Source: an optimization exercise on an open RTL-to-GDS flow (aim: small area and a short achievable clock period). Production flows keep margins and buffers that such runs may drop.
At most, simulation tests tie the RTL to the original design; equivalence was not proved.
Power and IR drop assume default switching activity.

== run 1 ==
// cordic
module cordic (
    input clk,
    input rst_n,
    input start,
    input [15:0] angle,
    output reg [15:0] cos,
    output reg [15:0] sin
);
Size in the first run: ~780 cells after synthesis, roughly 51 I/O pins, about 0.0053 mm² of cells after synthesis.
Settings: LEC_CHECK=0, ABC_AREA=1, CAP_MARGIN=20, CORE_MARGIN=2, CORE_UTILIZATION=40, GPL_TIMING_DRIVEN=1, SLEW_MARGIN=20; clock period 16.0 ns.
standard.sh (not shown) runs the stock make flow with config.mk's settings and CLKGATE_MAP_FILE= SYNTH_SCRIPT=/design/flow/synth_recipe.tcl, a recipe that flattens the netlist after the stock synthesis.
==> flow/flow/run.sh <==
#!/bin/bash
# Standard layout, with repair_timing aiming for extra setup slack so that the
# achieved period, not just the 16 ns clock, is optimised, and plain buffers
# (instead of delay cells) on the ports.
set -euo pipefail
bash standard.sh SETUP_SLACK_MARGIN=11.8 'BUFFER_PORTS_ARGS=-buffer_cell sky130_fd_sc_hd__buf_2' finish > standard_flow.log 2>&1
### run 1 -> run 2
# run 1
export LEC_CHECK = 0
export ABC_AREA = 1
export CAP_MARGIN = 20
export CORE_MARGIN = 2
export CORE_UTILIZATION = 40
export GPL_TIMING_DRIVEN = 1
export SLEW_MARGIN = 20
create_clock -name core_clock -period 16.0 [get_ports {clk}]
# run 2
export LEC_CHECK = 0
export ABC_AREA = 1
export CAP_MARGIN = 20
export CORE_MARGIN = 2
export CORE_UTILIZATION = 40
export SLEW_MARGIN = 20
create_clock -name core_clock -period 16.0 [get_ports {clk}]
--- a/flow/flow/run.sh
+++ b/flow/flow/run.sh
@@ -4,3 +4,3 @@
 # (instead of delay cells) on the ports.
 set -euo pipefail
-bash standard.sh SETUP_SLACK_MARGIN=11.8 'BUFFER_PORTS_ARGS=-buffer_cell sky130_fd_sc_hd__buf_2' finish > standard_flow.log 2>&1
+bash standard.sh SETUP_SLACK_MARGIN=11.9 'BUFFER_PORTS_ARGS=-buffer_cell sky130_fd_sc_hd__buf_2' finish > standard_flow.log 2>&1
Notes after the runs:
Run 2 reports a higher largest voltage drop on the vdd net than run 1 does.
When the final numbers for run 2 and run 1 were put side by side, the portion of the clock cycle consumed by the worst path in the final layout turned out to be smaller in run 2.
[compare] base=run 1 new=run 2: final wirelength held, total negative slack for setup checks about even, wire length of the first global-routing pass stayed essentially flat, area growth from synthesis to layout now sits higher.
Between run 2 and run 1, the difference in sequential share of power is negligible.
Per the final summary, run 2 finished and its layout is clean on timing, DRC and antenna.
The following lists how run 3 was set up differently from run 2:
# run 2
export LEC_CHECK = 0
export ABC_AREA = 1
export CAP_MARGIN = 20
export CORE_MARGIN = 2
export CORE_UTILIZATION = 40
export SLEW_MARGIN = 20
create_clock -name core_clock -period 16.0 [get_ports {clk}]
# run 3
export LEC_CHECK = 0
export ABC_AREA = 1
export CAP_MARGIN = 20
export CORE_MARGIN = 2
export CORE_UTILIZATION = 60
export SLEW_MARGIN = 20
create_clock -name core_clock -period 16.0 [get_ports {clk}]
--- a/flow/flow/run.sh
+++ b/flow/flow/run.sh
@@ -4,3 +4,3 @@
 # (instead of delay cells) on the ports.
 set -euo pipefail
-bash standard.sh SETUP_SLACK_MARGIN=11.9 'BUFFER_PORTS_ARGS=-buffer_cell sky130_fd_sc_hd__buf_2' finish > standard_flow.log 2>&1
+bash standard.sh SETUP_SLACK_MARGIN=11.8 'BUFFER_PORTS_ARGS=-buffer_cell sky130_fd_sc_hd__buf_2' finish > standard_flow.log 2>&1
==> comparison <==
When the final numbers for run 2 and run 3 were put side by side, the total power turned out to be smaller in run 3. Run 3 gives less relative area change from synthesis to final layout than run 2 did. Taking run 2 as the reference, in run 3 flip-flop and latch area shows a reduction of 1.6%; hold slack up 0.0037 ns; maximum number of pins on one net before global-route repair essentially unchanged; non-clock buffering overhead in the final layout increased by 0.33 points relative to the old numbers. Where worst IR drop on VDD is concerned, run 2 is better than run 3. Final area went down by a few percent going from run 2 to run 3. Run 3 -> run 2: cell depth of the worst min-delay path delta 0, exact match. As far as area of the mapped netlist goes, run 3 and run 2 are indistinguishable; the numbers are identical.
For run 4, these inputs were changed with respect to run 3:
# run 3
export LEC_CHECK = 0
export ABC_AREA = 1
export CAP_MARGIN = 20
export CORE_MARGIN = 2
export CORE_UTILIZATION = 60
export SLEW_MARGIN = 20
create_clock -name core_clock -period 16.0 [get_ports {clk}]
# run 4
export LEC_CHECK = 0
export ABC_AREA = 1
export CAP_MARGIN = 20
export CORE_MARGIN = 2
export CORE_UTILIZATION = 40
export SLEW_MARGIN = 20
create_clock -name core_clock -period 16.0 [get_ports {clk}]
==> flow/flow/run.sh <==
#!/bin/bash
# The standard layout with these changes:
#  - synthesis: no full/half-adder cell extraction (ADDER_MAP_FILE empty), so
#    ABC sees whole register-to-register paths, and ABC maps with a
#    delay-constrained area-recovering script (flow/abc_map.script) instead
#    of ORFS's; the rest of the standard synthesis script, including the
#    flip-flop mapping, flattening and renaming, is unchanged;
#  - repair_timing aims for extra setup slack (SETUP_SLACK_MARGIN) so that
#    the achieved period, not just the 16 ns clock, is optimised;
#  - the ports get plain buffers (buf_2) instead of delay cells.
set -euo pipefail
here=$(pwd)
{
  head -n 1 synth_recipe.tcl
  cat <<EOT
proc abc {args} {
  set i [lsearch -exact \$args -script]
  if {\$i >= 0} { set args [lreplace \$args [expr {\$i + 1}] [expr {\$i + 1}] $here/flow/abc_map.script] }
  yosys abc {*}\$args
}
EOT
  tail -n +2 synth_recipe.tcl
} > synth_map.tcl
bash standard.sh SYNTH_SCRIPT="$here/synth_map.tcl" ADDER_MAP_FILE= SETUP_SLACK_MARGIN=11.8 \
  'BUFFER_PORTS_ARGS=-buffer_cell sky130_fd_sc_hd__buf_2' finish > standard_flow.log 2>&1
==> flow/flow/abc_map.script (new file) <==
strash
dch
map -D 2500
topo
## What came out
Run 3 → run 4: via count neither gained nor lost much; placed cell count picked up an extra 6.8%; post-synthesis area per instance went down by 0.80 µm².
Run 4 against run 3; inserted tap cell count is up by more than a quarter.
Final cell area: run 4 below run 3
Run 4 vs run 3 — horizontal die dimension climbed by more than 10%
Run 4 against run 3: clock slew at the register clock pins of the worst setup and hold paths now sits lower, biggest fanout along the worst timing path now sits higher.
Of the two candidates, run 3 has the better clock group total power and run 4 the worse one.
Setup changes, run 4 to run 5
==> flow/flow/abc_map.script <==
strash
dch
map -D 2000
topo
Notes after the runs:
Run 5 -> run 4: final critical-path share of the clock period flat
As of run 5, worst IR drop on VDD had fallen by a little under 10% compared to run 4.
Going from run 4 to run 5, combinational cell fraction of total power grows by 1.3 points.
On xor/xnor cell area share of the yosys netlist: run 5 sits below run 4.
Between run 4 and run 5, the stage delay of the slowest cell on the critical path figures differ only marginally.
Looking at via density per instance, run 5 sits about 2.2% higher than run 4 does.
Compare run 4 and run 5 | x dimension of the die lower: run 4
Hold slack of run 5 is on par with run 4.
Summary of run 5 over run 4: utilization after layout lost 1.1 points, final instance area lower.
Number of signal-net buffers in the layout shrinks by more than 10% when moving from run 4 to run 5.

========
Setup of v29:
The RTL this note starts from:
==> flow/design.v <==
module add_bk #(parameter N = 16) (
    input  [N-1:0] a,
    input  [N-1:0] b,
    input          ci,
    output [N-1:0] s
);
    localparam L = (N <= 2) ? 1 : (N <= 4) ? 2 : (N <= 8) ? 3 : (N <= 16) ? 4 : (N <= 32) ? 5 : 6;
    wire [N-1:0] p0 = a ^ b;
    wire [N-1:0] g0 = a & b;
    wire [N*2*L-1:0] G;
    wire [N*2*L-1:0] P;
    assign G[N-1:0] = {g0[N-1:1], g0[0] | (p0[0] & ci)};
    assign P[N-1:0] = p0;
    genvar l, i;
    generate
        for (l = 0; l < L; l = l + 1) begin : up
            for (i = 0; i < N; i = i + 1) begin : bt
                if (((i + 1) % (2 << l)) == 0) begin : node
                    assign G[(l+1)*N+i] = G[l*N+i] | (P[l*N+i] & G[l*N+i-(1<<l)]);
                    assign P[(l+1)*N+i] = P[l*N+i] & P[l*N+i-(1<<l)];
                end else begin : pass
                    assign G[(l+1)*N+i] = G[l*N+i];
                    assign P[(l+1)*N+i] = P[l*N+i];
                end
            end
        end
        for (l = L - 2; l >= 0; l = l - 1) begin : down
            for (i = 0; i < N; i = i + 1) begin : bt
                if (((i + 1) % (2 << l)) == (1 << l) && i >= (2 << l)) begin : node
                    assign G[(2*L-1-l)*N+i] = G[(2*L-2-l)*N+i] | (P[(2*L-2-l)*N+i] & G[(2*L-2-l)*N+i-(1<<l)]);
                    assign P[(2*L-1-l)*N+i] = P[(2*L-2-l)*N+i] & P[(2*L-2-l)*N+i-(1<<l)];
                end else begin : pass
                    assign G[(2*L-1-l)*N+i] = G[(2*L-2-l)*N+i];
                    assign P[(2*L-1-l)*N+i] = P[(2*L-2-l)*N+i];
                end
            end
        end
    endgenerate
    wire [N-1:0] gf = G[(2*L-1)*N +: N];
    assign s = p0 ^ {gf[N-2:0], ci};
endmodule
module add_sk #(parameter N = 16) (
    input  [N-1:0] a,
    input  [N-1:0] b,
    input          ci,
    output [N-1:0] s
);
    localparam L = (N <= 2) ? 1 : (N <= 4) ? 2 : (N <= 8) ? 3 : (N <= 16) ? 4 : (N <= 32) ? 5 : 6;
    wire [N-1:0] p0 = a ^ b;
    wire [N-1:0] g0 = a & b;
    wire [N*(L+1)-1:0] G;
    wire [N*(L+1)-1:0] P;
    assign G[N-1:0] = {g0[N-1:1], g0[0] | (p0[0] & ci)};
    assign P[N-1:0] = p0;
    genvar l, i;
    generate
        for (l = 0; l < L; l = l + 1) begin : lv
            for (i = 0; i < N; i = i + 1) begin : bt
                if ((i >> l) % 2 == 1) begin : node
                    assign G[(l+1)*N+i] = G[l*N+i] | (P[l*N+i] & G[l*N+((i>>l)<<l)-1]);
                    assign P[(l+1)*N+i] = P[l*N+i] & P[l*N+((i>>l)<<l)-1];
                end else begin : pass
                    assign G[(l+1)*N+i] = G[l*N+i];
                    assign P[(l+1)*N+i] = P[l*N+i];
                end
            end
        end
    endgenerate
    wire [N-1:0] gf = G[L*N +: N];
    assign s = p0 ^ {gf[N-2:0], ci};
endmodule
module add_rc #(parameter N = 16) (
    input  [N-1:0] a,
    input  [N-1:0] b,
    input          ci,
    output [N-1:0] s
);
    wire [N:0] c;
    assign c[0] = ci;
    genvar i;
    generate
        for (i = 0; i < N; i = i + 1) begin : bt
            assign c[i+1] = (a[i] & b[i]) | (c[i] & (a[i] ^ b[i]));
        end
    endgenerate
    assign s = a ^ b ^ c[N-1:0];
endmodule
module cordic (
    input clk,
    input rst_n,
    input start,
    input [15:0] angle,
    output reg [15:0] cos,
    output reg [15:0] sin
);
    reg [16:0] r;
    reg [3:0] cnt;
    wire d = ~r[16];
    wire idle = cnt[3] & cnt[2] & cnt[1];
    wire first = (cnt == 4'd0);
    reg [14:0] e;
    always @(*) begin
        case (cnt)
            4'd0:  e = 15'h6487;
            4'd1:  e = 15'h3B58;
            4'd2:  e = 15'h1F5B;
            4'd3:  e = 15'h0FEA;
            4'd4:  e = 15'h07FD;
            4'd5:  e = 15'h03FF;
            4'd6:  e = 15'h01FF;
            4'd7:  e = 15'h00FF;
            4'd8:  e = 15'h007F;
            4'd9:  e = 15'h003F;
            4'd10: e = 15'h001F;
            4'd11: e = 15'h000F;
            4'd12: e = 15'h0007;
            4'd13: e = 15'h0003;
            default: e = 15'h0000;
        endcase
    end
    wire [15:0] tc_sh = sin >> cnt;
    wire [15:0] ts_sh = cos >> cnt;
    wire [15:0] tc = {tc_sh[15:2], tc_sh[1:0] & {2{~idle}}};
    wire [15:0] ts = {ts_sh[15:2], ts_sh[1:0] & {2{~idle}}};
    wire [15:0] new_cos;
    wire [15:0] new_sin;
    wire [16:0] new_r;
    add_bk #(16) i_add_c (.a(cos), .b(tc ^ {16{d}}), .ci(d), .s(new_cos));
    add_bk #(16) i_add_s (.a(sin), .b(ts ^ {16{~d}}), .ci(~d), .s(new_sin));
    add_bk #(17) i_add_r (.a(r), .b({2'b00, e} ^ {17{d}}), .ci(d), .s(new_r));
    wire lo = first && (r[15:0] < 16'd2516);
    always @(posedge clk) begin
        if (first) begin
            cos <= 16'h4DBA;
            sin <= 16'h4DBA;
        end else begin
            cos <= new_cos;
            sin <= new_sin;
        end
    end
    always @(posedge clk) begin
        if (start)
            r <= {1'b0, angle};
        else
            r <= {new_r[16], new_r[15] & ~lo, new_r[14:0]};
    end
    always @(posedge clk or negedge rst_n) begin
        if (!rst_n)
            cnt <= 4'hF;
        else if (start)
            cnt <= 4'h0;
        else if (cnt != 4'hF)
            cnt <= cnt + 4'h1;
    end
endmodule
Settings: LEC_CHECK=0, ABC_AREA=1, CAP_MARGIN=20, CORE_MARGIN=2, CORE_UTILIZATION=40, SLEW_MARGIN=20; clock period 16.0 ns.
==> flow/flow/run.sh <==
#!/bin/bash
# Standard layout, with repair_timing aiming for extra setup slack so that the
# achieved period, not just the 16 ns clock, is optimised, and plain buffers
# (instead of delay cells) on the ports.
set -euo pipefail
bash standard.sh SETUP_SLACK_MARGIN=11.8 'BUFFER_PORTS_ARGS=-buffer_cell sky130_fd_sc_hd__buf_2' finish > standard_flow.log 2>&1
Changes in v17 relative to v29:
==> flow/flow/run.sh <==
#!/bin/bash
# The standard layout with these changes:
#  - synthesis: no full/half-adder cell extraction (ADDER_MAP_FILE empty), so
#    ABC sees whole register-to-register paths, and ABC maps with a
#    delay-constrained area-recovering script (flow/abc_map.script) instead
#    of ORFS's; the rest of the standard synthesis script, including the
#    flip-flop mapping, flattening and renaming, is unchanged;
#  - repair_timing aims for extra setup slack (SETUP_SLACK_MARGIN) so that
#    the achieved period, not just the 16 ns clock, is optimised;
#  - the ports get plain buffers (buf_2) instead of delay cells.
set -euo pipefail
here=$(pwd)
{
  head -n 1 synth_recipe.tcl
  cat <<EOT
proc abc {args} {
  set i [lsearch -exact \$args -script]
  if {\$i >= 0} { set args [lreplace \$args [expr {\$i + 1}] [expr {\$i + 1}] $here/flow/abc_map.script] }
  yosys abc {*}\$args
}
EOT
  tail -n +2 synth_recipe.tcl
} > synth_map.tcl
bash standard.sh SYNTH_SCRIPT="$here/synth_map.tcl" ADDER_MAP_FILE= SETUP_SLACK_MARGIN=11.8 \
  'BUFFER_PORTS_ARGS=-buffer_cell sky130_fd_sc_hd__buf_2' finish > standard_flow.log 2>&1
==> flow/flow/abc_map.script (new file) <==
strash
dch
map -D 2000
topo
[summary]
First-iteration DRC count of v17 exceeds that of v29 by more than half.
Per the comparison of v17 with v29, upper clock frequency limit saw an increase; share of layout cells above drive strength 1 saw a decrease; design internal power saw a decrease; chip height saw a decrease.
v17 against v29: number of tap cells added at floorplan down 19%; clock buffer count in the final layout fell 1; reported combinational group power went down by about 2%; pin count of the biggest net entering global routing -7.
Compare v29 and v17 | total standard cell area after synthesis higher: v29
Diff v29 -> v17 | non-clock inverter count in the final layout | increase of 7
Function was not checked in any run of this note: the RTL went through the layout flow alone.

==> port drivers added, routing unchanged <==
In the flow no input, the clock included, has a driving cell. The finished layouts below were timed again as built, in two steps.
Step 1 assumes that a clkbuf_16 drives the clock port and a buf_2 every other input.
Step 2, shift: input delay + t, output delay - t, t = (earliest + latest rising clock arrival at the registers) / 2. This alone moves slack from input paths to output paths.
a / b / c = no drivers / after step 1 / after step 2; a / b = the first two.
| run | shift t [ns] | setup slack, ns | worst setup path after step 2 |
|---|---|---|---|
| run 1 | 0.346 | 11.879 / 11.839 / 11.671 | input to register |
| run 2 | 0.348 | 11.916 / 11.877 / 11.668 | input to register |
| run 3 | 0.354 | 11.866 / 11.832 / 11.671 | input to register |
| run 4 | 0.353 | 11.876 / 11.833 / 11.760 | input to register |
| run 5 | 0.348 | 11.860 / 11.819 / 11.645 | input to register |
| v29 | 0.348 | 11.851 / 11.810 / 11.673 | input to register |
| v17 | 0.344 | 11.877 / 11.839 / 11.628 | input to register |
After both steps every run listed still meets setup and hold. The setup slack of v17, which loses most, moves by -0.038 ns with the drivers and by -0.249 ns with both steps.
